Source: an optimization exercise on an open RTL-to-GDS flow (aim: small area, a short achievable clock period and few clock cycles per item). Production flows keep margins and buffers that such runs may drop. RTL that was checked went through simulation tests only; none was proved equivalent to the original. Function not checked in run 2: the RTL went through the layout flow alone. Power and IR drop assume default switching activity.

==> flow/design.v, too long to show whole: its modules and the start of the top module <==
// module multiplier: 910 lines
// module mul_fa: 4 lines
// module mul_ha: 4 lines
module multiplier(
  output [63:0] prod,
  output busy,
  input [31:0] mc,
  input [31:0] mp,
  input clk,
  input rst,
  input start);
  // ...
==> flow/flow/run.sh <==
#!/bin/bash
# Layout flow: the standard flow (standard synthesis and ORFS steps), except
# that the port buffers inserted before global placement are buf_2 cells
# instead of the delay-cell buffers ORFS picks by default. Every input and
# output port still gets its own buffer.
set -euo pipefail
export BUFFER_PORTS_ARGS="-buffer_cell sky130_fd_sc_hd__buf_2"
bash standard.sh finish > standard_flow.log 2>&1
==> flow/standard.sh <==
#!/bin/bash
# synth_recipe.tcl (not shown) runs the flow's synth.tcl, then flattens the netlist and writes it again
# the make line also repeats each setting of config.mk as NAME=value (left out here)
make -C /OpenROAD-flow-scripts/flow DESIGN_CONFIG=/design/flow/config.mk WORK_HOME=/design/flow/orfs CLKGATE_MAP_FILE= SYNTH_SCRIPT=/design/flow/synth_recipe.tcl "${@:-finish}"
==> flow/config.mk <==
export PLATFORM = sky130hd
export DESIGN_NAME = multiplier
export DESIGN_NICKNAME = multiplier
export VERILOG_FILES = /design/flow/design.v
export SDC_FILE = /design/flow/constraint.sdc
export NUM_CORES = 4
export LEC_CHECK = 0
export CAP_MARGIN = 20
export CORE_MARGIN = 2
export CORE_UTILIZATION = 40
export SETUP_SLACK_MARGIN = 0.0
export SLEW_MARGIN = 20
export SYNTH_HIERARCHICAL = 1
export SYNTH_MINIMUM_KEEP_SIZE = 0
==> flow/constraint.sdc <==
create_clock -name core_clock -period 4.0 [get_ports {clk}]
set_input_delay 0.8000 -clock core_clock [delete_from_list [all_inputs] [get_ports {clk}]]
set_output_delay 0.8000 -clock core_clock [all_outputs]
set_load 0.01 [all_outputs]
==> results.sh, run 1 <==
export IMPL_status="no timing/DRC/antenna violations"
export IMPL_path_class="reg2out"
export IMPL_clock_area_share_pct=3.80
export IMPL_io_pins=132
export IMPL_crit_start="S[8]"
export IMPL_slew_violations=0
export IMPL_ant_nets=0
export IMPL_grt_usage_pct=20.0
export IMPL_cp_end_kind="output pin"
export IMPL_num_vias=8954
export IMPL_first_pass_iters=5
export IMPL_drt_iter0_drc=610
export IMPL_cts_resized=7
export IMPL_synth_xor_area_share_pct=11.9
export IMPL_sequentialPower_mw=3.37
export IMPL_hp_class="reg2reg"
export IMPL_leakage_nw=6.19
export IMPL_met1Wirelength_mm=14.2
export IMPL_clock_tree_root_cell="clkbuf_16"
export IMPL_drcViolationCount=0
export IMPL_dr_wl_met2_mm=15.3
export IMPL_initial_core_util_pct=40.8
export IMPL_crit_buf_inv=2
export IMPL_p_seq_share_pct=27.1
export IMPL_finalSetupViolCount=0
export IMPL_netlist_top_cells_count="xnor2_1 (158), fa_1 (128), o22ai_1 (124)"
export IMPL_syn_area_sq_mm=0.0125
export IMPL_nNonClkInverters=51
Testbench counts, summed over its fixed seeds: cycles 12,800, items 3,200.
==> inputs of run 2 (changes only) <==
==> flow/design.v (replaced) <==
module multiplier(
  output [63:0] prod,
  output busy,
  input [31:0] mc,
  input [31:0] mp,
  input clk,
  input rst,
  input start);
reg [31:0] M, S;
reg [30:0] C;
reg [23:0] Q;
reg [7:0] Ls, Lc;
reg t, cl, busy_r;
reg [1:0] cnt;
reg [3:0] d_one, d_two, d_neg;
wire fin = busy_r & (cnt == 2'd2);
wire it = start | busy_r;
function [11:0] dec;
  input [8:0] b;
  integer k;
  reg [3:0] o, w, n;
  begin
    for (k = 0; k < 4; k = k + 1) begin
      o[k] = b[2*k+1] ^ b[2*k];
      w[k] = (b[2*k+2] ^ b[2*k+1]) & ~(b[2*k+1] ^ b[2*k]);
      n[k] = b[2*k+2];
    end
    dec = {n, w, o};
  end
endfunction
wire [11:0] dec0 = dec({{mp[7:0]}, 1'b0});
wire [11:0] decn = dec(busy_r ? Q[8:0] : {mp[15:7]});
wire [31:0] Me = busy_r ? M : mc;
wire [3:0] oe = busy_r ? d_one : dec0[3:0];
wire [3:0] we = busy_r ? d_two : dec0[7:4];
wire [3:0] ne = busy_r ? d_neg : dec0[11:8];
wire [31:0] Se = S & {32{busy_r}};
wire [30:0] Ce = C & {31{busy_r}};
wire te = t | ~busy_r;
wire [32:0] Mx = {Me[31], Me};
wire [33:0] Mx2 = {Mx, 1'b0};
wire [32:0] x0 = ({33{oe[0]}} & Mx) | ({33{we[0]}} & Mx2[32:0]);
wire [32:0] p0 = x0 ^ {33{ne[0]}};
wire [33:0] pp0 = {~p0[32], p0};
wire [32:0] x1 = ({33{oe[1]}} & Mx) | ({33{we[1]}} & Mx2[32:0]);
wire [32:0] p1 = x1 ^ {33{ne[1]}};
wire [33:0] pp1 = {~p1[32], p1};
wire [32:0] x2 = ({33{oe[2]}} & Mx) | ({33{we[2]}} & Mx2[32:0]);
wire [32:0] p2 = x2 ^ {33{ne[2]}};
wire [33:0] pp2 = {~p2[32], p2};
wire [32:0] x3 = ({33{oe[3]}} & Mx) | ({33{we[3]}} & Mx2[32:0]);
wire [32:0] p3 = x3 ^ {33{ne[3]}};
wire [33:0] pp3 = {~p3[32], p3};
wire hs1, hc1;
mul_ha u1 (.a(Ce[5]), .b(Se[6]), .s(hs1), .co(hc1));
wire hs2, hc2;
mul_ha u2 (.a(Ce[6]), .b(Se[7]), .s(hs2), .co(hc2));
wire hs3, hc3;
mul_ha u3 (.a(Ce[7]), .b(Se[8]), .s(hs3), .co(hc3));
wire hs4, hc4;
mul_ha u4 (.a(Ce[8]), .b(Se[9]), .s(hs4), .co(hc4));
wire hs5, hc5;
mul_ha u5 (.a(Ce[9]), .b(Se[10]), .s(hs5), .co(hc5));
wire hs6, hc6;
mul_ha u6 (.a(Ce[10]), .b(Se[11]), .s(hs6), .co(hc6));
wire hs7, hc7;
mul_ha u7 (.a(Ce[11]), .b(Se[12]), .s(hs7), .co(hc7));
wire hs8, hc8;
mul_ha u8 (.a(Ce[12]), .b(Se[13]), .s(hs8), .co(hc8));
wire hs9, hc9;
mul_ha u9 (.a(Ce[13]), .b(Se[14]), .s(hs9), .co(hc9));
wire hs10, hc10;
mul_ha u10 (.a(Ce[14]), .b(Se[15]), .s(hs10), .co(hc10));
wire hs11, hc11;
mul_ha u11 (.a(Ce[15]), .b(Se[16]), .s(hs11), .co(hc11));
wire hs12, hc12;
mul_ha u12 (.a(Ce[16]), .b(Se[17]), .s(hs12), .co(hc12));
wire hs13, hc13;
mul_ha u13 (.a(Ce[17]), .b(Se[18]), .s(hs13), .co(hc13));
wire hs14, hc14;
mul_ha u14 (.a(Ce[18]), .b(Se[19]), .s(hs14), .co(hc14));
wire hs15, hc15;
mul_ha u15 (.a(Ce[19]), .b(Se[20]), .s(hs15), .co(hc15));
wire hs16, hc16;
mul_ha u16 (.a(Ce[20]), .b(Se[21]), .s(hs16), .co(hc16));
wire hs17, hc17;
mul_ha u17 (.a(Ce[21]), .b(Se[22]), .s(hs17), .co(hc17));
wire hs18, hc18;
mul_ha u18 (.a(Ce[22]), .b(Se[23]), .s(hs18), .co(hc18));
wire hs19, hc19;
mul_ha u19 (.a(Ce[23]), .b(Se[24]), .s(hs19), .co(hc19));
wire hs20, hc20;
mul_ha u20 (.a(Ce[24]), .b(Se[25]), .s(hs20), .co(hc20));
wire hs21, hc21;
mul_ha u21 (.a(Ce[25]), .b(Se[26]), .s(hs21), .co(hc21));
wire hs22, hc22;
mul_ha u22 (.a(Ce[26]), .b(Se[27]), .s(hs22), .co(hc22));
wire hs23, hc23;
mul_ha u23 (.a(Ce[27]), .b(Se[28]), .s(hs23), .co(hc23));
wire hs24, hc24;
mul_ha u24 (.a(Ce[28]), .b(Se[29]), .s(hs24), .co(hc24));
wire hs25, hc25;
mul_ha u25 (.a(Ce[29]), .b(Se[30]), .s(hs25), .co(hc25));
wire hs26, hc26;
mul_ha u26 (.a(Ce[30]), .b(Se[31]), .s(hs26), .co(hc26));
wire hs27, hc27;
mul_ha u27 (.a(Ce[1]), .b(Se[2]), .s(hs27), .co(hc27));
wire hs28, hc28;
mul_ha u28 (.a(Ce[2]), .b(Se[3]), .s(hs28), .co(hc28));
wire fs29, fc29;
mul_fa u29 (.a(Ce[3]), .b(Se[4]), .c(ne[2]), .s(fs29), .co(fc29));
wire hs30, hc30;
mul_ha u30 (.a(pp0[4]), .b(pp1[2]), .s(hs30), .co(hc30));
wire fs31, fc31;
mul_fa u31 (.a(Ce[4]), .b(Se[5]), .c(pp0[5]), .s(fs31), .co(fc31));
wire hs32, hc32;
mul_ha u32 (.a(pp1[3]), .b(pp2[1]), .s(hs32), .co(hc32));
wire fs33, fc33;
mul_fa u33 (.a(hs1), .b(ne[3]), .c(pp0[6]), .s(fs33), .co(fc33));
wire fs34, fc34;
mul_fa u34 (.a(pp1[4]), .b(pp2[2]), .c(pp3[0]), .s(fs34), .co(fc34));
wire fs35, fc35;
mul_fa u35 (.a(hc1), .b(hs2), .c(pp0[7]), .s(fs35), .co(fc35));
wire fs36, fc36;
mul_fa u36 (.a(pp1[5]), .b(pp2[3]), .c(pp3[1]), .s(fs36), .co(fc36));
wire fs37, fc37;
mul_fa u37 (.a(hc2), .b(hs3), .c(pp0[8]), .s(fs37), .co(fc37));
wire fs38, fc38;
mul_fa u38 (.a(pp1[6]), .b(pp2[4]), .c(pp3[2]), .s(fs38), .co(fc38));
wire fs39, fc39;
mul_fa u39 (.a(hc3), .b(hs4), .c(pp0[9]), .s(fs39), .co(fc39));
wire fs40, fc40;
mul_fa u40 (.a(pp1[7]), .b(pp2[5]), .c(pp3[3]), .s(fs40), .co(fc40));
wire fs41, fc41;
mul_fa u41 (.a(hc4), .b(hs5), .c(pp0[10]), .s(fs41), .co(fc41));
wire fs42, fc42;
mul_fa u42 (.a(pp1[8]), .b(pp2[6]), .c(pp3[4]), .s(fs42), .co(fc42));
wire fs43, fc43;
mul_fa u43 (.a(hc5), .b(hs6), .c(pp0[11]), .s(fs43), .co(fc43));
wire fs44, fc44;
mul_fa u44 (.a(pp1[9]), .b(pp2[7]), .c(pp3[5]), .s(fs44), .co(fc44));
wire fs45, fc45;
mul_fa u45 (.a(hc6), .b(hs7), .c(pp0[12]), .s(fs45), .co(fc45));
wire fs46, fc46;
mul_fa u46 (.a(pp1[10]), .b(pp2[8]), .c(pp3[6]), .s(fs46), .co(fc46));
wire fs47, fc47;
mul_fa u47 (.a(hc7), .b(hs8), .c(pp0[13]), .s(fs47), .co(fc47));
wire fs48, fc48;
mul_fa u48 (.a(pp1[11]), .b(pp2[9]), .c(pp3[7]), .s(fs48), .co(fc48));
wire fs49, fc49;
mul_fa u49 (.a(hc8), .b(hs9), .c(pp0[14]), .s(fs49), .co(fc49));
wire fs50, fc50;
mul_fa u50 (.a(pp1[12]), .b(pp2[10]), .c(pp3[8]), .s(fs50), .co(fc50));
wire fs51, fc51;
mul_fa u51 (.a(hc9), .b(hs10), .c(pp0[15]), .s(fs51), .co(fc51));
wire fs52, fc52;
mul_fa u52 (.a(pp1[13]), .b(pp2[11]), .c(pp3[9]), .s(fs52), .co(fc52));
wire fs53, fc53;
mul_fa u53 (.a(hc10), .b(hs11), .c(pp0[16]), .s(fs53), .co(fc53));
wire fs54, fc54;
mul_fa u54 (.a(pp1[14]), .b(pp2[12]), .c(pp3[10]), .s(fs54), .co(fc54));
wire fs55, fc55;
mul_fa u55 (.a(hc11), .b(hs12), .c(pp0[17]), .s(fs55), .co(fc55));
wire fs56, fc56;
mul_fa u56 (.a(pp1[15]), .b(pp2[13]), .c(pp3[11]), .s(fs56), .co(fc56));
wire fs57, fc57;
mul_fa u57 (.a(hc12), .b(hs13), .c(pp0[18]), .s(fs57), .co(fc57));
wire fs58, fc58;
mul_fa u58 (.a(pp1[16]), .b(pp2[14]), .c(pp3[12]), .s(fs58), .co(fc58));
wire fs59, fc59;
mul_fa u59 (.a(hc13), .b(hs14), .c(pp0[19]), .s(fs59), .co(fc59));
wire fs60, fc60;
mul_fa u60 (.a(pp1[17]), .b(pp2[15]), .c(pp3[13]), .s(fs60), .co(fc60));
wire fs61, fc61;
mul_fa u61 (.a(hc14), .b(hs15), .c(pp0[20]), .s(fs61), .co(fc61));
wire fs62, fc62;
mul_fa u62 (.a(pp1[18]), .b(pp2[16]), .c(pp3[14]), .s(fs62), .co(fc62));
wire fs63, fc63;
mul_fa u63 (.a(hc15), .b(hs16), .c(pp0[21]), .s(fs63), .co(fc63));
wire fs64, fc64;
mul_fa u64 (.a(pp1[19]), .b(pp2[17]), .c(pp3[15]), .s(fs64), .co(fc64));
wire fs65, fc65;
mul_fa u65 (.a(hc16), .b(hs17), .c(pp0[22]), .s(fs65), .co(fc65));
wire fs66, fc66;
mul_fa u66 (.a(pp1[20]), .b(pp2[18]), .c(pp3[16]), .s(fs66), .co(fc66));
wire fs67, fc67;
mul_fa u67 (.a(hc17), .b(hs18), .c(pp0[23]), .s(fs67), .co(fc67));
wire fs68, fc68;
mul_fa u68 (.a(pp1[21]), .b(pp2[19]), .c(pp3[17]), .s(fs68), .co(fc68));
wire fs69, fc69;
mul_fa u69 (.a(hc18), .b(hs19), .c(pp0[24]), .s(fs69), .co(fc69));
wire fs70, fc70;
mul_fa u70 (.a(pp1[22]), .b(pp2[20]), .c(pp3[18]), .s(fs70), .co(fc70));
wire fs71, fc71;
mul_fa u71 (.a(hc19), .b(hs20), .c(pp0[25]), .s(fs71), .co(fc71));
wire fs72, fc72;
mul_fa u72 (.a(pp1[23]), .b(pp2[21]), .c(pp3[19]), .s(fs72), .co(fc72));
wire fs73, fc73;
mul_fa u73 (.a(hc20), .b(hs21), .c(pp0[26]), .s(fs73), .co(fc73));
wire fs74, fc74;
mul_fa u74 (.a(pp1[24]), .b(pp2[22]), .c(pp3[20]), .s(fs74), .co(fc74));
wire fs75, fc75;
mul_fa u75 (.a(hc21), .b(hs22), .c(pp0[27]), .s(fs75), .co(fc75));
wire fs76, fc76;
mul_fa u76 (.a(pp1[25]), .b(pp2[23]), .c(pp3[21]), .s(fs76), .co(fc76));
wire fs77, fc77;
mul_fa u77 (.a(hc22), .b(hs23), .c(pp0[28]), .s(fs77), .co(fc77));
wire fs78, fc78;
mul_fa u78 (.a(pp1[26]), .b(pp2[24]), .c(pp3[22]), .s(fs78), .co(fc78));
wire fs79, fc79;
mul_fa u79 (.a(hc23), .b(hs24), .c(pp0[29]), .s(fs79), .co(fc79));
wire fs80, fc80;
mul_fa u80 (.a(pp1[27]), .b(pp2[25]), .c(pp3[23]), .s(fs80), .co(fc80));
wire fs81, fc81;
mul_fa u81 (.a(hc24), .b(hs25), .c(pp0[30]), .s(fs81), .co(fc81));
wire fs82, fc82;
mul_fa u82 (.a(pp1[28]), .b(pp2[26]), .c(pp3[24]), .s(fs82), .co(fc82));
wire fs83, fc83;
mul_fa u83 (.a(hc25), .b(hs26), .c(pp0[31]), .s(fs83), .co(fc83));
wire fs84, fc84;
mul_fa u84 (.a(pp1[29]), .b(pp2[27]), .c(pp3[25]), .s(fs84), .co(fc84));
wire fs85, fc85;
mul_fa u85 (.a(~te), .b(hc26), .c(pp0[32]), .s(fs85), .co(fc85));
wire fs86, fc86;
mul_fa u86 (.a(pp1[30]), .b(pp2[28]), .c(pp3[26]), .s(fs86), .co(fc86));
wire fs87, fc87;
mul_fa u87 (.a(te), .b(pp0[33]), .c(pp1[31]), .s(fs87), .co(fc87));
wire hs88, hc88;
mul_ha u88 (.a(pp2[29]), .b(pp3[27]), .s(hs88), .co(hc88));
wire fs89, fc89;
mul_fa u89 (.a(1'b1), .b(pp1[32]), .c(pp2[30]), .s(fs89), .co(fc89));
wire hs90, hc90;
mul_ha u90 (.a(hs27), .b(ne[1]), .s(hs90), .co(hc90));
wire fs91, fc91;
mul_fa u91 (.a(hc27), .b(hs28), .c(pp0[3]), .s(fs91), .co(fc91));
wire fs92, fc92;
mul_fa u92 (.a(hc28), .b(fs29), .c(pp2[0]), .s(fs92), .co(fc92));
wire fs93, fc93;
mul_fa u93 (.a(fc29), .b(hc30), .c(hs32), .s(fs93), .co(fc93));
wire fs94, fc94;
mul_fa u94 (.a(hc32), .b(fc31), .c(fs33), .s(fs94), .co(fc94));
wire fs95, fc95;
mul_fa u95 (.a(fc33), .b(fc34), .c(fs35), .s(fs95), .co(fc95));
wire fs96, fc96;
mul_fa u96 (.a(fc35), .b(fc36), .c(fs37), .s(fs96), .co(fc96));
wire fs97, fc97;
mul_fa u97 (.a(fc37), .b(fc38), .c(fs39), .s(fs97), .co(fc97));
wire fs98, fc98;
mul_fa u98 (.a(fc39), .b(fc40), .c(fs41), .s(fs98), .co(fc98));
wire fs99, fc99;
mul_fa u99 (.a(fc41), .b(fc42), .c(fs43), .s(fs99), .co(fc99));
wire fs100, fc100;
mul_fa u100 (.a(fc43), .b(fc44), .c(fs45), .s(fs100), .co(fc100));
wire fs101, fc101;
mul_fa u101 (.a(fc45), .b(fc46), .c(fs47), .s(fs101), .co(fc101));
wire fs102, fc102;
mul_fa u102 (.a(fc47), .b(fc48), .c(fs49), .s(fs102), .co(fc102));
wire fs103, fc103;
mul_fa u103 (.a(fc49), .b(fc50), .c(fs51), .s(fs103), .co(fc103));
wire fs104, fc104;
mul_fa u104 (.a(fc51), .b(fc52), .c(fs53), .s(fs104), .co(fc104));
wire fs105, fc105;
mul_fa u105 (.a(fc53), .b(fc54), .c(fs55), .s(fs105), .co(fc105));
wire fs106, fc106;
mul_fa u106 (.a(fc55), .b(fc56), .c(fs57), .s(fs106), .co(fc106));
wire fs107, fc107;
mul_fa u107 (.a(fc57), .b(fc58), .c(fs59), .s(fs107), .co(fc107));
wire fs108, fc108;
mul_fa u108 (.a(fc59), .b(fc60), .c(fs61), .s(fs108), .co(fc108));
wire fs109, fc109;
mul_fa u109 (.a(fc61), .b(fc62), .c(fs63), .s(fs109), .co(fc109));
wire fs110, fc110;
mul_fa u110 (.a(fc63), .b(fc64), .c(fs65), .s(fs110), .co(fc110));
wire fs111, fc111;
mul_fa u111 (.a(fc65), .b(fc66), .c(fs67), .s(fs111), .co(fc111));
wire fs112, fc112;
mul_fa u112 (.a(fc67), .b(fc68), .c(fs69), .s(fs112), .co(fc112));
wire fs113, fc113;
mul_fa u113 (.a(fc69), .b(fc70), .c(fs71), .s(fs113), .co(fc113));
wire fs114, fc114;
mul_fa u114 (.a(fc71), .b(fc72), .c(fs73), .s(fs114), .co(fc114));
wire fs115, fc115;
mul_fa u115 (.a(fc73), .b(fc74), .c(fs75), .s(fs115), .co(fc115));
wire fs116, fc116;
mul_fa u116 (.a(fc75), .b(fc76), .c(fs77), .s(fs116), .co(fc116));
wire fs117, fc117;
mul_fa u117 (.a(fc77), .b(fc78), .c(fs79), .s(fs117), .co(fc117));
wire fs118, fc118;
mul_fa u118 (.a(fc79), .b(fc80), .c(fs81), .s(fs118), .co(fc118));
wire fs119, fc119;
mul_fa u119 (.a(fc81), .b(fc82), .c(fs83), .s(fs119), .co(fc119));
wire fs120, fc120;
mul_fa u120 (.a(fc83), .b(fc84), .c(fs85), .s(fs120), .co(fc120));
wire fs121, fc121;
mul_fa u121 (.a(hs88), .b(fc85), .c(fc86), .s(fs121), .co(fc121));
wire fs122, fc122;
mul_fa u122 (.a(pp3[28]), .b(hc88), .c(fc87), .s(fs122), .co(fc122));
wire fs123, fc123;
mul_fa u123 (.a(pp1[33]), .b(pp2[31]), .c(pp3[29]), .s(fs123), .co(fc123));
wire hs124, hc124;
mul_ha u124 (.a(1'b1), .b(pp2[32]), .s(hs124), .co(hc124));
wire hs125, hc125;
mul_ha u125 (.a(Se[0]), .b(ne[0]), .s(hs125), .co(hc125));
wire fs126, fc126;
mul_fa u126 (.a(Ce[0]), .b(Se[1]), .c(pp0[1]), .s(fs126), .co(fc126));
wire fs127, fc127;
mul_fa u127 (.a(hs90), .b(pp0[2]), .c(pp1[0]), .s(fs127), .co(fc127));
wire fs128, fc128;
mul_fa u128 (.a(hc90), .b(pp1[1]), .c(fs91), .s(fs128), .co(fc128));
wire fs129, fc129;
mul_fa u129 (.a(hs30), .b(fc91), .c(fs92), .s(fs129), .co(fc129));
wire fs130, fc130;
mul_fa u130 (.a(fc92), .b(fs31), .c(fs93), .s(fs130), .co(fc130));
wire fs131, fc131;
mul_fa u131 (.a(fs34), .b(fc93), .c(fs94), .s(fs131), .co(fc131));
wire fs132, fc132;
mul_fa u132 (.a(fs36), .b(fc94), .c(fs95), .s(fs132), .co(fc132));
wire fs133, fc133;
mul_fa u133 (.a(fs38), .b(fc95), .c(fs96), .s(fs133), .co(fc133));
wire fs134, fc134;
mul_fa u134 (.a(fs40), .b(fc96), .c(fs97), .s(fs134), .co(fc134));
wire fs135, fc135;
mul_fa u135 (.a(fs42), .b(fc97), .c(fs98), .s(fs135), .co(fc135));
wire fs136, fc136;
mul_fa u136 (.a(fs44), .b(fc98), .c(fs99), .s(fs136), .co(fc136));
wire fs137, fc137;
mul_fa u137 (.a(fs46), .b(fc99), .c(fs100), .s(fs137), .co(fc137));
wire fs138, fc138;
mul_fa u138 (.a(fs48), .b(fc100), .c(fs101), .s(fs138), .co(fc138));
wire fs139, fc139;
mul_fa u139 (.a(fs50), .b(fc101), .c(fs102), .s(fs139), .co(fc139));
wire fs140, fc140;
mul_fa u140 (.a(fs52), .b(fc102), .c(fs103), .s(fs140), .co(fc140));
wire fs141, fc141;
mul_fa u141 (.a(fs54), .b(fc103), .c(fs104), .s(fs141), .co(fc141));
wire fs142, fc142;
mul_fa u142 (.a(fs56), .b(fc104), .c(fs105), .s(fs142), .co(fc142));
wire fs143, fc143;
mul_fa u143 (.a(fs58), .b(fc105), .c(fs106), .s(fs143), .co(fc143));
wire fs144, fc144;
mul_fa u144 (.a(fs60), .b(fc106), .c(fs107), .s(fs144), .co(fc144));
wire fs145, fc145;
mul_fa u145 (.a(fs62), .b(fc107), .c(fs108), .s(fs145), .co(fc145));
wire fs146, fc146;
mul_fa u146 (.a(fs64), .b(fc108), .c(fs109), .s(fs146), .co(fc146));
wire fs147, fc147;
mul_fa u147 (.a(fs66), .b(fc109), .c(fs110), .s(fs147), .co(fc147));
wire fs148, fc148;
mul_fa u148 (.a(fs68), .b(fc110), .c(fs111), .s(fs148), .co(fc148));
wire fs149, fc149;
mul_fa u149 (.a(fs70), .b(fc111), .c(fs112), .s(fs149), .co(fc149));
wire fs150, fc150;
mul_fa u150 (.a(fs72), .b(fc112), .c(fs113), .s(fs150), .co(fc150));
wire fs151, fc151;
mul_fa u151 (.a(fs74), .b(fc113), .c(fs114), .s(fs151), .co(fc151));
wire fs152, fc152;
mul_fa u152 (.a(fs76), .b(fc114), .c(fs115), .s(fs152), .co(fc152));
wire fs153, fc153;
mul_fa u153 (.a(fs78), .b(fc115), .c(fs116), .s(fs153), .co(fc153));
wire fs154, fc154;
mul_fa u154 (.a(fs80), .b(fc116), .c(fs117), .s(fs154), .co(fc154));
wire fs155, fc155;
mul_fa u155 (.a(fs82), .b(fc117), .c(fs118), .s(fs155), .co(fc155));
wire fs156, fc156;
mul_fa u156 (.a(fs84), .b(fc118), .c(fs119), .s(fs156), .co(fc156));
wire fs157, fc157;
mul_fa u157 (.a(fs86), .b(fc119), .c(fs120), .s(fs157), .co(fc157));
wire fs158, fc158;
mul_fa u158 (.a(fs87), .b(fs121), .c(fc120), .s(fs158), .co(fc158));
wire fs159, fc159;
mul_fa u159 (.a(fs89), .b(fc121), .c(fs122), .s(fs159), .co(fc159));
wire fs160, fc160;
mul_fa u160 (.a(fc89), .b(fs123), .c(fc122), .s(fs160), .co(fc160));
wire fs161, fc161;
mul_fa u161 (.a(pp3[30]), .b(hs124), .c(fc123), .s(fs161), .co(fc161));
wire fs162, fc162;
mul_fa u162 (.a(pp2[33]), .b(pp3[31]), .c(hc124), .s(fs162), .co(fc162));
wire hs163, hc163;
mul_ha u163 (.a(1'b1), .b(pp3[32]), .s(hs163), .co(hc163));
wire [40:0] R0 = {1'b0, pp3[33], hs163, fs162, fs161, fc159, fc158, fc157, fc156, fc155, fc154, fc153, fc152, fc151, fc150, fc149, fc148, fc147, fc146, fc145, fc144, fc143, fc142, fc141, fc140, fc139, fc138, fc137, fc136, fc135, fc134, fc133, fc132, fc131, fc130, fc129, fc128, fc127, fc126, hc125, hs125};
wire [40:0] R1 = {1'b0, hc163, fc162, fc161, fc160, fs160, fs159, fs158, fs157, fs156, fs155, fs154, fs153, fs152, fs151, fs150, fs149, fs148, fs147, fs146, fs145, fs144, fs143, fs142, fs141, fs140, fs139, fs138, fs137, fs136, fs135, fs134, fs133, fs132, fs131, fs130, fs129, fs128, fs127, fs126, pp0[0]};
wire [39:0] F;
wire csh;   
mul_cpa ucpa (.p({S, Ls}), .g({1'b0, C, Lc, cl}), .f(F), .csh(csh));
wire [40:0] Tp = R0 ^ R1;
wire [40:0] Tg = R0 & R1;
always @(posedge clk) begin
  if (rst) busy_r <= 1'b0;
  else if (start) busy_r <= 1'b1;
  else if (fin) busy_r <= 1'b0;
  cnt <= start ? 2'd0 : cnt + 2'd1;
  M <= Me;
  if (start) Q <= {7'd0, {mp[31:15]}};
  else if (busy_r) Q <= {F[7:0], Q[23:8]};
  d_one <= decn[3:0];
  d_two <= decn[7:4];
  d_neg <= decn[11:8];
  if (it) begin
    S <= Tp[39:8];
    C <= Tg[38:8];
    t <= Tp[40] | Tg[39];
    Ls <= Tp[7:0];
    Lc <= Tg[7:0];
    cl <= csh & busy_r;
  end
end
assign busy = busy_r;
wire [63:0] Pfull = {F, Q[23:0]};
assign prod = Pfull[63:0];
endmodule
module mul_cpa(input [39:0] p, input [40:0] g, output [39:0] f, output csh);
  wire [39:0] fa_p = p;
  wire [40:0] pg0_g = g;
  wire [40:0] pg0_p = {fa_p, 1'b0};
  wire [40:0] pg1_g, pg1_p;
  assign pg1_g[0] = pg0_g[0];
  assign pg1_p[0] = pg0_p[0];
  assign pg1_g[1] = pg0_g[1] | (pg0_p[1] & pg0_g[0]);
  assign pg1_p[1] = pg0_p[1] & pg0_p[0];
  assign pg1_g[2] = pg0_g[2];
  assign pg1_p[2] = pg0_p[2];
  assign pg1_g[3] = pg0_g[3] | (pg0_p[3] & pg0_g[2]);
  assign pg1_p[3] = pg0_p[3] & pg0_p[2];
  assign pg1_g[4] = pg0_g[4];
  assign pg1_p[4] = pg0_p[4];
  assign pg1_g[5] = pg0_g[5] | (pg0_p[5] & pg0_g[4]);
  assign pg1_p[5] = pg0_p[5] & pg0_p[4];
  assign pg1_g[6] = pg0_g[6];
  assign pg1_p[6] = pg0_p[6];
  assign pg1_g[7] = pg0_g[7] | (pg0_p[7] & pg0_g[6]);
  assign pg1_p[7] = pg0_p[7] & pg0_p[6];
  assign pg1_g[8] = pg0_g[8];
  assign pg1_p[8] = pg0_p[8];
  assign pg1_g[9] = pg0_g[9] | (pg0_p[9] & pg0_g[8]);
  assign pg1_p[9] = pg0_p[9] & pg0_p[8];
  assign pg1_g[10] = pg0_g[10];
  assign pg1_p[10] = pg0_p[10];
  assign pg1_g[11] = pg0_g[11] | (pg0_p[11] & pg0_g[10]);
  assign pg1_p[11] = pg0_p[11] & pg0_p[10];
  assign pg1_g[12] = pg0_g[12];
  assign pg1_p[12] = pg0_p[12];
  assign pg1_g[13] = pg0_g[13] | (pg0_p[13] & pg0_g[12]);
  assign pg1_p[13] = pg0_p[13] & pg0_p[12];
  assign pg1_g[14] = pg0_g[14];
  assign pg1_p[14] = pg0_p[14];
  assign pg1_g[15] = pg0_g[15] | (pg0_p[15] & pg0_g[14]);
  assign pg1_p[15] = pg0_p[15] & pg0_p[14];
  assign pg1_g[16] = pg0_g[16];
  assign pg1_p[16] = pg0_p[16];
  assign pg1_g[17] = pg0_g[17] | (pg0_p[17] & pg0_g[16]);
  assign pg1_p[17] = pg0_p[17] & pg0_p[16];
  assign pg1_g[18] = pg0_g[18];
  assign pg1_p[18] = pg0_p[18];
  assign pg1_g[19] = pg0_g[19] | (pg0_p[19] & pg0_g[18]);
  assign pg1_p[19] = pg0_p[19] & pg0_p[18];
  assign pg1_g[20] = pg0_g[20];
  assign pg1_p[20] = pg0_p[20];
  assign pg1_g[21] = pg0_g[21] | (pg0_p[21] & pg0_g[20]);
  assign pg1_p[21] = pg0_p[21] & pg0_p[20];
  assign pg1_g[22] = pg0_g[22];
  assign pg1_p[22] = pg0_p[22];
  assign pg1_g[23] = pg0_g[23] | (pg0_p[23] & pg0_g[22]);
  assign pg1_p[23] = pg0_p[23] & pg0_p[22];
  assign pg1_g[24] = pg0_g[24];
  assign pg1_p[24] = pg0_p[24];
  assign pg1_g[25] = pg0_g[25] | (pg0_p[25] & pg0_g[24]);
  assign pg1_p[25] = pg0_p[25] & pg0_p[24];
  assign pg1_g[26] = pg0_g[26];
  assign pg1_p[26] = pg0_p[26];
  assign pg1_g[27] = pg0_g[27] | (pg0_p[27] & pg0_g[26]);
  assign pg1_p[27] = pg0_p[27] & pg0_p[26];
  assign pg1_g[28] = pg0_g[28];
  assign pg1_p[28] = pg0_p[28];
  assign pg1_g[29] = pg0_g[29] | (pg0_p[29] & pg0_g[28]);
  assign pg1_p[29] = pg0_p[29] & pg0_p[28];
  assign pg1_g[30] = pg0_g[30];
  assign pg1_p[30] = pg0_p[30];
  assign pg1_g[31] = pg0_g[31] | (pg0_p[31] & pg0_g[30]);
  assign pg1_p[31] = pg0_p[31] & pg0_p[30];
  assign pg1_g[32] = pg0_g[32];
  assign pg1_p[32] = pg0_p[32];
  assign pg1_g[33] = pg0_g[33] | (pg0_p[33] & pg0_g[32]);
  assign pg1_p[33] = pg0_p[33] & pg0_p[32];
  assign pg1_g[34] = pg0_g[34];
  assign pg1_p[34] = pg0_p[34];
  assign pg1_g[35] = pg0_g[35] | (pg0_p[35] & pg0_g[34]);
  assign pg1_p[35] = pg0_p[35] & pg0_p[34];
  assign pg1_g[36] = pg0_g[36];
  assign pg1_p[36] = pg0_p[36];
  assign pg1_g[37] = pg0_g[37] | (pg0_p[37] & pg0_g[36]);
  assign pg1_p[37] = pg0_p[37] & pg0_p[36];
  assign pg1_g[38] = pg0_g[38];
  assign pg1_p[38] = pg0_p[38];
  assign pg1_g[39] = pg0_g[39] | (pg0_p[39] & pg0_g[38]);
  assign pg1_p[39] = pg0_p[39] & pg0_p[38];
  assign pg1_g[40] = pg0_g[40];
  assign pg1_p[40] = pg0_p[40];
  wire [40:0] pg2_g, pg2_p;
  assign pg2_g[0] = pg1_g[0];
  assign pg2_p[0] = pg1_p[0];
  assign pg2_g[1] = pg1_g[1];
  assign pg2_p[1] = pg1_p[1];
  assign pg2_g[2] = pg1_g[2] | (pg1_p[2] & pg1_g[1]);
  assign pg2_p[2] = pg1_p[2] & pg1_p[1];
  assign pg2_g[3] = pg1_g[3] | (pg1_p[3] & pg1_g[1]);
  assign pg2_p[3] = pg1_p[3] & pg1_p[1];
  assign pg2_g[4] = pg1_g[4];
  assign pg2_p[4] = pg1_p[4];
  assign pg2_g[5] = pg1_g[5];
  assign pg2_p[5] = pg1_p[5];
  assign pg2_g[6] = pg1_g[6] | (pg1_p[6] & pg1_g[5]);
  assign pg2_p[6] = pg1_p[6] & pg1_p[5];
  assign pg2_g[7] = pg1_g[7] | (pg1_p[7] & pg1_g[5]);
  assign pg2_p[7] = pg1_p[7] & pg1_p[5];
  assign pg2_g[8] = pg1_g[8];
  assign pg2_p[8] = pg1_p[8];
  assign pg2_g[9] = pg1_g[9];
  assign pg2_p[9] = pg1_p[9];
  assign pg2_g[10] = pg1_g[10] | (pg1_p[10] & pg1_g[9]);
  assign pg2_p[10] = pg1_p[10] & pg1_p[9];
  assign pg2_g[11] = pg1_g[11] | (pg1_p[11] & pg1_g[9]);
  assign pg2_p[11] = pg1_p[11] & pg1_p[9];
  assign pg2_g[12] = pg1_g[12];
  assign pg2_p[12] = pg1_p[12];
  assign pg2_g[13] = pg1_g[13];
  assign pg2_p[13] = pg1_p[13];
  assign pg2_g[14] = pg1_g[14] | (pg1_p[14] & pg1_g[13]);
  assign pg2_p[14] = pg1_p[14] & pg1_p[13];
  assign pg2_g[15] = pg1_g[15] | (pg1_p[15] & pg1_g[13]);
  assign pg2_p[15] = pg1_p[15] & pg1_p[13];
  assign pg2_g[16] = pg1_g[16];
  assign pg2_p[16] = pg1_p[16];
  assign pg2_g[17] = pg1_g[17];
  assign pg2_p[17] = pg1_p[17];
  assign pg2_g[18] = pg1_g[18] | (pg1_p[18] & pg1_g[17]);
  assign pg2_p[18] = pg1_p[18] & pg1_p[17];
  assign pg2_g[19] = pg1_g[19] | (pg1_p[19] & pg1_g[17]);
  assign pg2_p[19] = pg1_p[19] & pg1_p[17];
  assign pg2_g[20] = pg1_g[20];
  assign pg2_p[20] = pg1_p[20];
  assign pg2_g[21] = pg1_g[21];
  assign pg2_p[21] = pg1_p[21];
  assign pg2_g[22] = pg1_g[22] | (pg1_p[22] & pg1_g[21]);
  assign pg2_p[22] = pg1_p[22] & pg1_p[21];
  assign pg2_g[23] = pg1_g[23] | (pg1_p[23] & pg1_g[21]);
  assign pg2_p[23] = pg1_p[23] & pg1_p[21];
  assign pg2_g[24] = pg1_g[24];
  assign pg2_p[24] = pg1_p[24];
  assign pg2_g[25] = pg1_g[25];
  assign pg2_p[25] = pg1_p[25];
  assign pg2_g[26] = pg1_g[26] | (pg1_p[26] & pg1_g[25]);
  assign pg2_p[26] = pg1_p[26] & pg1_p[25];
  assign pg2_g[27] = pg1_g[27] | (pg1_p[27] & pg1_g[25]);
  assign pg2_p[27] = pg1_p[27] & pg1_p[25];
  assign pg2_g[28] = pg1_g[28];
  assign pg2_p[28] = pg1_p[28];
  assign pg2_g[29] = pg1_g[29];
  assign pg2_p[29] = pg1_p[29];
  assign pg2_g[30] = pg1_g[30] | (pg1_p[30] & pg1_g[29]);
  assign pg2_p[30] = pg1_p[30] & pg1_p[29];
  assign pg2_g[31] = pg1_g[31] | (pg1_p[31] & pg1_g[29]);
  assign pg2_p[31] = pg1_p[31] & pg1_p[29];
  assign pg2_g[32] = pg1_g[32];
  assign pg2_p[32] = pg1_p[32];
  assign pg2_g[33] = pg1_g[33];
  assign pg2_p[33] = pg1_p[33];
  assign pg2_g[34] = pg1_g[34] | (pg1_p[34] & pg1_g[33]);
  assign pg2_p[34] = pg1_p[34] & pg1_p[33];
  assign pg2_g[35] = pg1_g[35] | (pg1_p[35] & pg1_g[33]);
  assign pg2_p[35] = pg1_p[35] & pg1_p[33];
  assign pg2_g[36] = pg1_g[36];
  assign pg2_p[36] = pg1_p[36];
  assign pg2_g[37] = pg1_g[37];
  assign pg2_p[37] = pg1_p[37];
  assign pg2_g[38] = pg1_g[38] | (pg1_p[38] & pg1_g[37]);
  assign pg2_p[38] = pg1_p[38] & pg1_p[37];
  assign pg2_g[39] = pg1_g[39] | (pg1_p[39] & pg1_g[37]);
  assign pg2_p[39] = pg1_p[39] & pg1_p[37];
  assign pg2_g[40] = pg1_g[40];
  assign pg2_p[40] = pg1_p[40];
  wire [40:0] pg3_g, pg3_p;
  assign pg3_g[0] = pg2_g[0];
  assign pg3_p[0] = pg2_p[0];
  assign pg3_g[1] = pg2_g[1];
  assign pg3_p[1] = pg2_p[1];
  assign pg3_g[2] = pg2_g[2];
  assign pg3_p[2] = pg2_p[2];
  assign pg3_g[3] = pg2_g[3];
  assign pg3_p[3] = pg2_p[3];
  assign pg3_g[4] = pg2_g[4] | (pg2_p[4] & pg2_g[3]);
  assign pg3_p[4] = pg2_p[4] & pg2_p[3];
  assign pg3_g[5] = pg2_g[5] | (pg2_p[5] & pg2_g[3]);
  assign pg3_p[5] = pg2_p[5] & pg2_p[3];
  assign pg3_g[6] = pg2_g[6] | (pg2_p[6] & pg2_g[3]);
  assign pg3_p[6] = pg2_p[6] & pg2_p[3];
  assign pg3_g[7] = pg2_g[7] | (pg2_p[7] & pg2_g[3]);
  assign pg3_p[7] = pg2_p[7] & pg2_p[3];
  assign pg3_g[8] = pg2_g[8];
  assign pg3_p[8] = pg2_p[8];
  assign pg3_g[9] = pg2_g[9];
  assign pg3_p[9] = pg2_p[9];
  assign pg3_g[10] = pg2_g[10];
  assign pg3_p[10] = pg2_p[10];
  assign pg3_g[11] = pg2_g[11];
  assign pg3_p[11] = pg2_p[11];
  assign pg3_g[12] = pg2_g[12] | (pg2_p[12] & pg2_g[11]);
  assign pg3_p[12] = pg2_p[12] & pg2_p[11];
  assign pg3_g[13] = pg2_g[13] | (pg2_p[13] & pg2_g[11]);
  assign pg3_p[13] = pg2_p[13] & pg2_p[11];
  assign pg3_g[14] = pg2_g[14] | (pg2_p[14] & pg2_g[11]);
  assign pg3_p[14] = pg2_p[14] & pg2_p[11];
  assign pg3_g[15] = pg2_g[15] | (pg2_p[15] & pg2_g[11]);
  assign pg3_p[15] = pg2_p[15] & pg2_p[11];
  assign pg3_g[16] = pg2_g[16];
  assign pg3_p[16] = pg2_p[16];
  assign pg3_g[17] = pg2_g[17];
  assign pg3_p[17] = pg2_p[17];
  assign pg3_g[18] = pg2_g[18];
  assign pg3_p[18] = pg2_p[18];
  assign pg3_g[19] = pg2_g[19];
  assign pg3_p[19] = pg2_p[19];
  assign pg3_g[20] = pg2_g[20] | (pg2_p[20] & pg2_g[19]);
  assign pg3_p[20] = pg2_p[20] & pg2_p[19];
  assign pg3_g[21] = pg2_g[21] | (pg2_p[21] & pg2_g[19]);
  assign pg3_p[21] = pg2_p[21] & pg2_p[19];
  assign pg3_g[22] = pg2_g[22] | (pg2_p[22] & pg2_g[19]);
  assign pg3_p[22] = pg2_p[22] & pg2_p[19];
  assign pg3_g[23] = pg2_g[23] | (pg2_p[23] & pg2_g[19]);
  assign pg3_p[23] = pg2_p[23] & pg2_p[19];
  assign pg3_g[24] = pg2_g[24];
  assign pg3_p[24] = pg2_p[24];
  assign pg3_g[25] = pg2_g[25];
  assign pg3_p[25] = pg2_p[25];
  assign pg3_g[26] = pg2_g[26];
  assign pg3_p[26] = pg2_p[26];
  assign pg3_g[27] = pg2_g[27];
  assign pg3_p[27] = pg2_p[27];
  assign pg3_g[28] = pg2_g[28] | (pg2_p[28] & pg2_g[27]);
  assign pg3_p[28] = pg2_p[28] & pg2_p[27];
  assign pg3_g[29] = pg2_g[29] | (pg2_p[29] & pg2_g[27]);
  assign pg3_p[29] = pg2_p[29] & pg2_p[27];
  assign pg3_g[30] = pg2_g[30] | (pg2_p[30] & pg2_g[27]);
  assign pg3_p[30] = pg2_p[30] & pg2_p[27];
  assign pg3_g[31] = pg2_g[31] | (pg2_p[31] & pg2_g[27]);
  assign pg3_p[31] = pg2_p[31] & pg2_p[27];
  assign pg3_g[32] = pg2_g[32];
  assign pg3_p[32] = pg2_p[32];
  assign pg3_g[33] = pg2_g[33];
  assign pg3_p[33] = pg2_p[33];
  assign pg3_g[34] = pg2_g[34];
  assign pg3_p[34] = pg2_p[34];
  assign pg3_g[35] = pg2_g[35];
  assign pg3_p[35] = pg2_p[35];
  assign pg3_g[36] = pg2_g[36] | (pg2_p[36] & pg2_g[35]);
  assign pg3_p[36] = pg2_p[36] & pg2_p[35];
  assign pg3_g[37] = pg2_g[37] | (pg2_p[37] & pg2_g[35]);
  assign pg3_p[37] = pg2_p[37] & pg2_p[35];
  assign pg3_g[38] = pg2_g[38] | (pg2_p[38] & pg2_g[35]);
  assign pg3_p[38] = pg2_p[38] & pg2_p[35];
  assign pg3_g[39] = pg2_g[39] | (pg2_p[39] & pg2_g[35]);
  assign pg3_p[39] = pg2_p[39] & pg2_p[35];
  assign pg3_g[40] = pg2_g[40];
  assign pg3_p[40] = pg2_p[40];
  wire [40:0] pg4_g, pg4_p;
  assign pg4_g[0] = pg3_g[0];
  assign pg4_p[0] = pg3_p[0];
  assign pg4_g[1] = pg3_g[1];
  assign pg4_p[1] = pg3_p[1];
  assign pg4_g[2] = pg3_g[2];
  assign pg4_p[2] = pg3_p[2];
  assign pg4_g[3] = pg3_g[3];
  assign pg4_p[3] = pg3_p[3];
  assign pg4_g[4] = pg3_g[4];
  assign pg4_p[4] = pg3_p[4];
  assign pg4_g[5] = pg3_g[5];
  assign pg4_p[5] = pg3_p[5];
  assign pg4_g[6] = pg3_g[6];
  assign pg4_p[6] = pg3_p[6];
  assign pg4_g[7] = pg3_g[7];
  assign pg4_p[7] = pg3_p[7];
  assign pg4_g[8] = pg3_g[8] | (pg3_p[8] & pg3_g[7]);
  assign pg4_p[8] = pg3_p[8] & pg3_p[7];
  assign pg4_g[9] = pg3_g[9] | (pg3_p[9] & pg3_g[7]);
  assign pg4_p[9] = pg3_p[9] & pg3_p[7];
  assign pg4_g[10] = pg3_g[10] | (pg3_p[10] & pg3_g[7]);
  assign pg4_p[10] = pg3_p[10] & pg3_p[7];
  assign pg4_g[11] = pg3_g[11] | (pg3_p[11] & pg3_g[7]);
  assign pg4_p[11] = pg3_p[11] & pg3_p[7];
  assign pg4_g[12] = pg3_g[12] | (pg3_p[12] & pg3_g[7]);
  assign pg4_p[12] = pg3_p[12] & pg3_p[7];
  assign pg4_g[13] = pg3_g[13] | (pg3_p[13] & pg3_g[7]);
  assign pg4_p[13] = pg3_p[13] & pg3_p[7];
  assign pg4_g[14] = pg3_g[14] | (pg3_p[14] & pg3_g[7]);
  assign pg4_p[14] = pg3_p[14] & pg3_p[7];
  assign pg4_g[15] = pg3_g[15] | (pg3_p[15] & pg3_g[7]);
  assign pg4_p[15] = pg3_p[15] & pg3_p[7];
  assign pg4_g[16] = pg3_g[16];
  assign pg4_p[16] = pg3_p[16];
  assign pg4_g[17] = pg3_g[17];
  assign pg4_p[17] = pg3_p[17];
  assign pg4_g[18] = pg3_g[18];
  assign pg4_p[18] = pg3_p[18];
  assign pg4_g[19] = pg3_g[19];
  assign pg4_p[19] = pg3_p[19];
  assign pg4_g[20] = pg3_g[20];
  assign pg4_p[20] = pg3_p[20];
  assign pg4_g[21] = pg3_g[21];
  assign pg4_p[21] = pg3_p[21];
  assign pg4_g[22] = pg3_g[22];
  assign pg4_p[22] = pg3_p[22];
  assign pg4_g[23] = pg3_g[23];
  assign pg4_p[23] = pg3_p[23];
  assign pg4_g[24] = pg3_g[24] | (pg3_p[24] & pg3_g[23]);
  assign pg4_p[24] = pg3_p[24] & pg3_p[23];
  assign pg4_g[25] = pg3_g[25] | (pg3_p[25] & pg3_g[23]);
  assign pg4_p[25] = pg3_p[25] & pg3_p[23];
  assign pg4_g[26] = pg3_g[26] | (pg3_p[26] & pg3_g[23]);
  assign pg4_p[26] = pg3_p[26] & pg3_p[23];
  assign pg4_g[27] = pg3_g[27] | (pg3_p[27] & pg3_g[23]);
  assign pg4_p[27] = pg3_p[27] & pg3_p[23];
  assign pg4_g[28] = pg3_g[28] | (pg3_p[28] & pg3_g[23]);
  assign pg4_p[28] = pg3_p[28] & pg3_p[23];
  assign pg4_g[29] = pg3_g[29] | (pg3_p[29] & pg3_g[23]);
  assign pg4_p[29] = pg3_p[29] & pg3_p[23];
  assign pg4_g[30] = pg3_g[30] | (pg3_p[30] & pg3_g[23]);
  assign pg4_p[30] = pg3_p[30] & pg3_p[23];
  assign pg4_g[31] = pg3_g[31] | (pg3_p[31] & pg3_g[23]);
  assign pg4_p[31] = pg3_p[31] & pg3_p[23];
  assign pg4_g[32] = pg3_g[32];
  assign pg4_p[32] = pg3_p[32];
  assign pg4_g[33] = pg3_g[33];
  assign pg4_p[33] = pg3_p[33];
  assign pg4_g[34] = pg3_g[34];
  assign pg4_p[34] = pg3_p[34];
  assign pg4_g[35] = pg3_g[35];
  assign pg4_p[35] = pg3_p[35];
  assign pg4_g[36] = pg3_g[36];
  assign pg4_p[36] = pg3_p[36];
  assign pg4_g[37] = pg3_g[37];
  assign pg4_p[37] = pg3_p[37];
  assign pg4_g[38] = pg3_g[38];
  assign pg4_p[38] = pg3_p[38];
  assign pg4_g[39] = pg3_g[39];
  assign pg4_p[39] = pg3_p[39];
  assign pg4_g[40] = pg3_g[40] | (pg3_p[40] & pg3_g[39]);
  assign pg4_p[40] = pg3_p[40] & pg3_p[39];
  wire [40:0] pg5_g, pg5_p;
  assign pg5_g[0] = pg4_g[0];
  assign pg5_p[0] = pg4_p[0];
  assign pg5_g[1] = pg4_g[1];
  assign pg5_p[1] = pg4_p[1];
  assign pg5_g[2] = pg4_g[2];
  assign pg5_p[2] = pg4_p[2];
  assign pg5_g[3] = pg4_g[3];
  assign pg5_p[3] = pg4_p[3];
  assign pg5_g[4] = pg4_g[4];
  assign pg5_p[4] = pg4_p[4];
  assign pg5_g[5] = pg4_g[5];
  assign pg5_p[5] = pg4_p[5];
  assign pg5_g[6] = pg4_g[6];
  assign pg5_p[6] = pg4_p[6];
  assign pg5_g[7] = pg4_g[7];
  assign pg5_p[7] = pg4_p[7];
  assign pg5_g[8] = pg4_g[8];
  assign pg5_p[8] = pg4_p[8];
  assign pg5_g[9] = pg4_g[9];
  assign pg5_p[9] = pg4_p[9];
  assign pg5_g[10] = pg4_g[10];
  assign pg5_p[10] = pg4_p[10];
  assign pg5_g[11] = pg4_g[11];
  assign pg5_p[11] = pg4_p[11];
  assign pg5_g[12] = pg4_g[12];
  assign pg5_p[12] = pg4_p[12];
  assign pg5_g[13] = pg4_g[13];
  assign pg5_p[13] = pg4_p[13];
  assign pg5_g[14] = pg4_g[14];
  assign pg5_p[14] = pg4_p[14];
  assign pg5_g[15] = pg4_g[15];
  assign pg5_p[15] = pg4_p[15];
  assign pg5_g[16] = pg4_g[16] | (pg4_p[16] & pg4_g[15]);
  assign pg5_p[16] = pg4_p[16] & pg4_p[15];
  assign pg5_g[17] = pg4_g[17] | (pg4_p[17] & pg4_g[15]);
  assign pg5_p[17] = pg4_p[17] & pg4_p[15];
  assign pg5_g[18] = pg4_g[18] | (pg4_p[18] & pg4_g[15]);
  assign pg5_p[18] = pg4_p[18] & pg4_p[15];
  assign pg5_g[19] = pg4_g[19] | (pg4_p[19] & pg4_g[15]);
  assign pg5_p[19] = pg4_p[19] & pg4_p[15];
  assign pg5_g[20] = pg4_g[20] | (pg4_p[20] & pg4_g[15]);
  assign pg5_p[20] = pg4_p[20] & pg4_p[15];
  assign pg5_g[21] = pg4_g[21] | (pg4_p[21] & pg4_g[15]);
  assign pg5_p[21] = pg4_p[21] & pg4_p[15];
  assign pg5_g[22] = pg4_g[22] | (pg4_p[22] & pg4_g[15]);
  assign pg5_p[22] = pg4_p[22] & pg4_p[15];
  assign pg5_g[23] = pg4_g[23] | (pg4_p[23] & pg4_g[15]);
  assign pg5_p[23] = pg4_p[23] & pg4_p[15];
  assign pg5_g[24] = pg4_g[24] | (pg4_p[24] & pg4_g[15]);
  assign pg5_p[24] = pg4_p[24] & pg4_p[15];
  assign pg5_g[25] = pg4_g[25] | (pg4_p[25] & pg4_g[15]);
  assign pg5_p[25] = pg4_p[25] & pg4_p[15];
  assign pg5_g[26] = pg4_g[26] | (pg4_p[26] & pg4_g[15]);
  assign pg5_p[26] = pg4_p[26] & pg4_p[15];
  assign pg5_g[27] = pg4_g[27] | (pg4_p[27] & pg4_g[15]);
  assign pg5_p[27] = pg4_p[27] & pg4_p[15];
  assign pg5_g[28] = pg4_g[28] | (pg4_p[28] & pg4_g[15]);
  assign pg5_p[28] = pg4_p[28] & pg4_p[15];
  assign pg5_g[29] = pg4_g[29] | (pg4_p[29] & pg4_g[15]);
  assign pg5_p[29] = pg4_p[29] & pg4_p[15];
  assign pg5_g[30] = pg4_g[30] | (pg4_p[30] & pg4_g[15]);
  assign pg5_p[30] = pg4_p[30] & pg4_p[15];
  assign pg5_g[31] = pg4_g[31] | (pg4_p[31] & pg4_g[15]);
  assign pg5_p[31] = pg4_p[31] & pg4_p[15];
  assign pg5_g[32] = pg4_g[32];
  assign pg5_p[32] = pg4_p[32];
  assign pg5_g[33] = pg4_g[33];
  assign pg5_p[33] = pg4_p[33];
  assign pg5_g[34] = pg4_g[34];
  assign pg5_p[34] = pg4_p[34];
  assign pg5_g[35] = pg4_g[35];
  assign pg5_p[35] = pg4_p[35];
  assign pg5_g[36] = pg4_g[36];
  assign pg5_p[36] = pg4_p[36];
  assign pg5_g[37] = pg4_g[37];
  assign pg5_p[37] = pg4_p[37];
  assign pg5_g[38] = pg4_g[38];
  assign pg5_p[38] = pg4_p[38];
  assign pg5_g[39] = pg4_g[39];
  assign pg5_p[39] = pg4_p[39];
  assign pg5_g[40] = pg4_g[40];
  assign pg5_p[40] = pg4_p[40];
  wire [40:0] pg6_g, pg6_p;
  assign pg6_g[0] = pg5_g[0];
  assign pg6_p[0] = pg5_p[0];
  assign pg6_g[1] = pg5_g[1];
  assign pg6_p[1] = pg5_p[1];
  assign pg6_g[2] = pg5_g[2];
  assign pg6_p[2] = pg5_p[2];
  assign pg6_g[3] = pg5_g[3];
  assign pg6_p[3] = pg5_p[3];
  assign pg6_g[4] = pg5_g[4];
  assign pg6_p[4] = pg5_p[4];
  assign pg6_g[5] = pg5_g[5];
  assign pg6_p[5] = pg5_p[5];
  assign pg6_g[6] = pg5_g[6];
  assign pg6_p[6] = pg5_p[6];
  assign pg6_g[7] = pg5_g[7];
  assign pg6_p[7] = pg5_p[7];
  assign pg6_g[8] = pg5_g[8];
  assign pg6_p[8] = pg5_p[8];
  assign pg6_g[9] = pg5_g[9];
  assign pg6_p[9] = pg5_p[9];
  assign pg6_g[10] = pg5_g[10];
  assign pg6_p[10] = pg5_p[10];
  assign pg6_g[11] = pg5_g[11];
  assign pg6_p[11] = pg5_p[11];
  assign pg6_g[12] = pg5_g[12];
  assign pg6_p[12] = pg5_p[12];
  assign pg6_g[13] = pg5_g[13];
  assign pg6_p[13] = pg5_p[13];
  assign pg6_g[14] = pg5_g[14];
  assign pg6_p[14] = pg5_p[14];
  assign pg6_g[15] = pg5_g[15];
  assign pg6_p[15] = pg5_p[15];
  assign pg6_g[16] = pg5_g[16];
  assign pg6_p[16] = pg5_p[16];
  assign pg6_g[17] = pg5_g[17];
  assign pg6_p[17] = pg5_p[17];
  assign pg6_g[18] = pg5_g[18];
  assign pg6_p[18] = pg5_p[18];
  assign pg6_g[19] = pg5_g[19];
  assign pg6_p[19] = pg5_p[19];
  assign pg6_g[20] = pg5_g[20];
  assign pg6_p[20] = pg5_p[20];
  assign pg6_g[21] = pg5_g[21];
  assign pg6_p[21] = pg5_p[21];
  assign pg6_g[22] = pg5_g[22];
  assign pg6_p[22] = pg5_p[22];
  assign pg6_g[23] = pg5_g[23];
  assign pg6_p[23] = pg5_p[23];
  assign pg6_g[24] = pg5_g[24];
  assign pg6_p[24] = pg5_p[24];
  assign pg6_g[25] = pg5_g[25];
  assign pg6_p[25] = pg5_p[25];
  assign pg6_g[26] = pg5_g[26];
  assign pg6_p[26] = pg5_p[26];
  assign pg6_g[27] = pg5_g[27];
  assign pg6_p[27] = pg5_p[27];
  assign pg6_g[28] = pg5_g[28];
  assign pg6_p[28] = pg5_p[28];
  assign pg6_g[29] = pg5_g[29];
  assign pg6_p[29] = pg5_p[29];
  assign pg6_g[30] = pg5_g[30];
  assign pg6_p[30] = pg5_p[30];
  assign pg6_g[31] = pg5_g[31];
  assign pg6_p[31] = pg5_p[31];
  assign pg6_g[32] = pg5_g[32] | (pg5_p[32] & pg5_g[31]);
  assign pg6_p[32] = pg5_p[32] & pg5_p[31];
  assign pg6_g[33] = pg5_g[33] | (pg5_p[33] & pg5_g[31]);
  assign pg6_p[33] = pg5_p[33] & pg5_p[31];
  assign pg6_g[34] = pg5_g[34] | (pg5_p[34] & pg5_g[31]);
  assign pg6_p[34] = pg5_p[34] & pg5_p[31];
  assign pg6_g[35] = pg5_g[35] | (pg5_p[35] & pg5_g[31]);
  assign pg6_p[35] = pg5_p[35] & pg5_p[31];
  assign pg6_g[36] = pg5_g[36] | (pg5_p[36] & pg5_g[31]);
  assign pg6_p[36] = pg5_p[36] & pg5_p[31];
  assign pg6_g[37] = pg5_g[37] | (pg5_p[37] & pg5_g[31]);
  assign pg6_p[37] = pg5_p[37] & pg5_p[31];
  assign pg6_g[38] = pg5_g[38] | (pg5_p[38] & pg5_g[31]);
  assign pg6_p[38] = pg5_p[38] & pg5_p[31];
  assign pg6_g[39] = pg5_g[39] | (pg5_p[39] & pg5_g[31]);
  assign pg6_p[39] = pg5_p[39] & pg5_p[31];
  assign pg6_g[40] = pg5_g[40] | (pg5_p[40] & pg5_g[31]);
  assign pg6_p[40] = pg5_p[40] & pg5_p[31];
  assign f = fa_p ^ pg6_g[39:0];
  assign csh = pg6_g[8];   
endmodule
module mul_fa(input a, input b, input c, output s, output co);
  assign s = a ^ b ^ c;
  assign co = (a & b) | (c & (a ^ b));
endmodule
module mul_ha(input a, input b, output s, output co);
  assign s = a ^ b;
  assign co = a & b;
endmodule
==> run 2 against run 1 <==
Against the previous run: still clean on timing, DRC and antenna; die area increased by 4.5%; wire length is 1.0% higher; worst hold slack got worse by 5.2 ps; sequential power up 1%; cell area increased by 1.1%; critical path type unchanged; critical endpoint is now prod[63]; largest cell class unchanged; highest routed layer unchanged.
==> results.sh, run 2 <==
export IMPL_grt_pass1_vias=9089
export IMPL_antenna_found_initial=1
export IMPL_worstSetupStartpointType="flop"
export IMPL_clkPwrFrac_pct=13.0
export IMPL_internal_power_mw=7.26
export IMPL_dp_cells=1674
export IMPL_area_growth_syn_to_layout_pct=15.8
export IMPL_r2r_cells=10
export IMPL_switching_power_mw=5.35
export IMPL_fin_cells=1710
export IMPL_switching_share_pct=42.4
export IMPL_worstMarginPinSlew_ps=588
export IMPL_cts_made_buffers=17
export IMPL_setup_tns_ps=0
export IMPL_ant_nets=0
export IMPL_final_cell_area_sq_mm=0.0151
export IMPL_crit_fanout=6
export IMPL_htree_levels=4
export IMPL_route_top_layer_used="met4"
export IMPL_met1Wirelength_mm=14.8
export IMPL_path_class="reg2out"
export IMPL_slew_violations=0
export IMPL_place_congestion=0.821
export IMPL_met3_length_mm=1.55
export IMPL_critPathRequiredTime_ps=3200
export IMPL_finalSetupViolCount=0
export IMPL_slew_headroom_pct=60.8
export IMPL_num_vias=8990
export IMPL_vias_per_cell=5.26
export IMPL_drcViolationCount=0
export IMPL_p_per_area_mw_per_mm2=833
export IMPL_routed_wl_mm=31.7
export IMPL_cpMaxStageDelayCell="edfxtp_1"
export IMPL_die_height_um=185
export IMPL_fp_coreArea_sq_mm=0.0324
export IMPL_yosysWarnings=7
export IMPL_syn_area_sq_mm=0.0131
export IMPL_status="no timing/DRC/antenna violations"
export IMPL_irDropWorstVdd_mv=0.364
export IMPL_nNetsFinal=1531
export IMPL_nFillCells=3055
export IMPL_place_ws_ps=-100
export IMPL_timing_fmax_mhz=254
export IMPL_cpMostUsedCell="a21o_1"
export IMPL_mostFrequentLayoutCells="xnor2_1 (160), buf_2 (131), fa_1 (128)"
export IMPL_grt_setup_unrepaired="true"
export IMPL_clock_tree_root_cell="clkbuf_16"
export IMPL_synth_cells=1102
export IMPL_die_w_um=185
export IMPL_finalCritPeriodShare_pct=98.5
export IMPL_leakage_nw=6.13
export IMPL_insertion_delay_ps=450
export IMPL_die_area_sq_mm=0.0342
export IMPL_whs_path_depth=1
export IMPL_clock_sinks=152
export IMPL_reg_top3="M x32, S x32, C x31"
export IMPL_postLayoutCoreUtil_pct=46.8
export IMPL_rows=66
export IMPL_layout_setup_ws_ps=61.2
export IMPL_routedWlPerCell_um=18.5
export IMPL_grt_max_degree=65
export IMPL_cp_end_kind="output pin"
export IMPL_grt_pass1_wl_mm=50.8
export IMPL_clk_path_buf_depth=2
export IMPL_drt_iter0_drc=677
export IMPL_critPathMaxStageDelay_ps=470
export IMPL_drive_gt1_share_pct=23.7
export IMPL_first_pass_iters=5
export IMPL_dr_wl_met2_mm=14.9
export IMPL_initial_core_util_pct=40.4
export IMPL_p_seq_share_pct=27.0
export IMPL_hold_slack_ps=414
export IMPL_clkTransAtPathRegs_ps=80
export IMPL_hold_viol=0
export IMPL_cts_tree="built"
export IMPL_io_pins=132
export IMPL_hp_class="reg2reg"
export IMPL_grt_usage_pct=19.4
export IMPL_combPwrFrac_pct=60.0
export IMPL_postSynthAreaPerCell_sq_um=11.9
export IMPL_arrival_ps=3140
export IMPL_placed_area_sq_mm=0.0145
export IMPL_maxCapViolCount=0
export IMPL_path_cells="a21o_1 -> a21o_1 -> a221o_1 -> a211o_1 -> o22ai_4 -> o211ai_2 -> a2111o_1 -> o311ai_1 -> buf_2"
export IMPL_final_common_cell="xnor2_1"
export IMPL_skew_ps=15.0
export IMPL_place_hpwl_mm=24.1
export IMPL_grt_overflow=0
export IMPL_period_minus_slack_ps=3940
export IMPL_total_power_mw=12.6
export IMPL_io_buffer_count=131
## run 2: cell count changes in the layout (fill, tap and decap cells not counted), moves of 4 or more
cell      delta
mux2i_2     +28
mux2i_1     -33
buf_4       -26
o21ai_1      -4
a21oi_2      -8
o21ai_0      +6
nand3_1      +5
clkinv_8     +5
nand2_1      -9
mux2i_4      +5
## run 2: area by class of cell
| class | instances | area [sq um] | share of cell area, % |
|---|---|---|---|
| tap | 442 | 553 | 3.65 |
| multi-input combinational | 844 | 8470 | 55.9 |
| clock inverter | 15 | 174 | 1.15 |
| clock buffer | 17 | 425 | 2.81 |
| timing repair buffer | 189 | 1300 | 8.61 |
| sequential | 152 | 4030 | 26.6 |
| inverter | 50 | 188 | 1.24 |
| antenna | 1 | 2.50 | 0.0165 |
## run 2: final timing paths
check,slack (ps),from,end
worst max register to register,250,busy_r,S[5]
worst max-delay path,60,C[12],prod[63]
worst min-delay path,410,cnt[0],cnt[0]
worst min register to register,410,cnt[0],cnt[0]
## run 2: critical path: cells and delay by family, from the launching register on
| family | cells | cell delay, ps |
|---|---|---|
| flops | 1 | 470 |
| buf+inv | 1 | 180 |
| compound gates | 8 | 2040 |
## run 2: metal layers
layer  up-vias  track usage (%)
met5         -                0
met4         0             5.62
met3        32             3.64
met2       225             30.7
met1      4514             27.1
li1       4219                -
## run 2: power by group through the flow
stage               Sequential [mW]  Combinational, mW  Clock [mW]
global route                   3.49               8.65        1.75
detailed placement             3.44               7.61           0
global placement               3.43               7.40           0
floorplan                      3.27               5.08           0
CTS                            3.41               7.70        1.69
finish                         3.41               7.57        1.65
## run 2: repair_timing
item,4_1_cts,5_1_grt
setup endpoints to repair,3,3
hold buffers,0,0
buffers inserted,1,2
resized for setup,2,0

re-timing with driven ports:
In the flow no input, the clock included, has a driving cell. The finished layouts below were timed again as built, in two steps. Step 1 assumes that a clkbuf_16 drives the clock port and a buf_2 every other input. Step 2 times the ports against the registers' clock, not the clock port: input delays grow and output delays shrink by t, the midpoint of the rising clock arrivals with the driver on. Three values: ideal, step 1, step 2; two values: the first two.
run | t, ns | setup WS [ns] | worst setup path at the end | worst register clock-pin slew, ns | cell pins on the clock port's net
run 1 | 0.489 | 0.140 / 0.092 / -0.135 | input to register | 0.07 / 0.07 | 1
run 2 | 0.495 | 0.061 / 0.012 / -0.120 | input to register | 0.08 / 0.08 | 1
Met with ideal ports but missed after step 2: setup timing in run 1 and run 2. The setup slack of run 1, which loses most, moves by -0.048 ns with the drivers and by -0.275 ns with both steps.
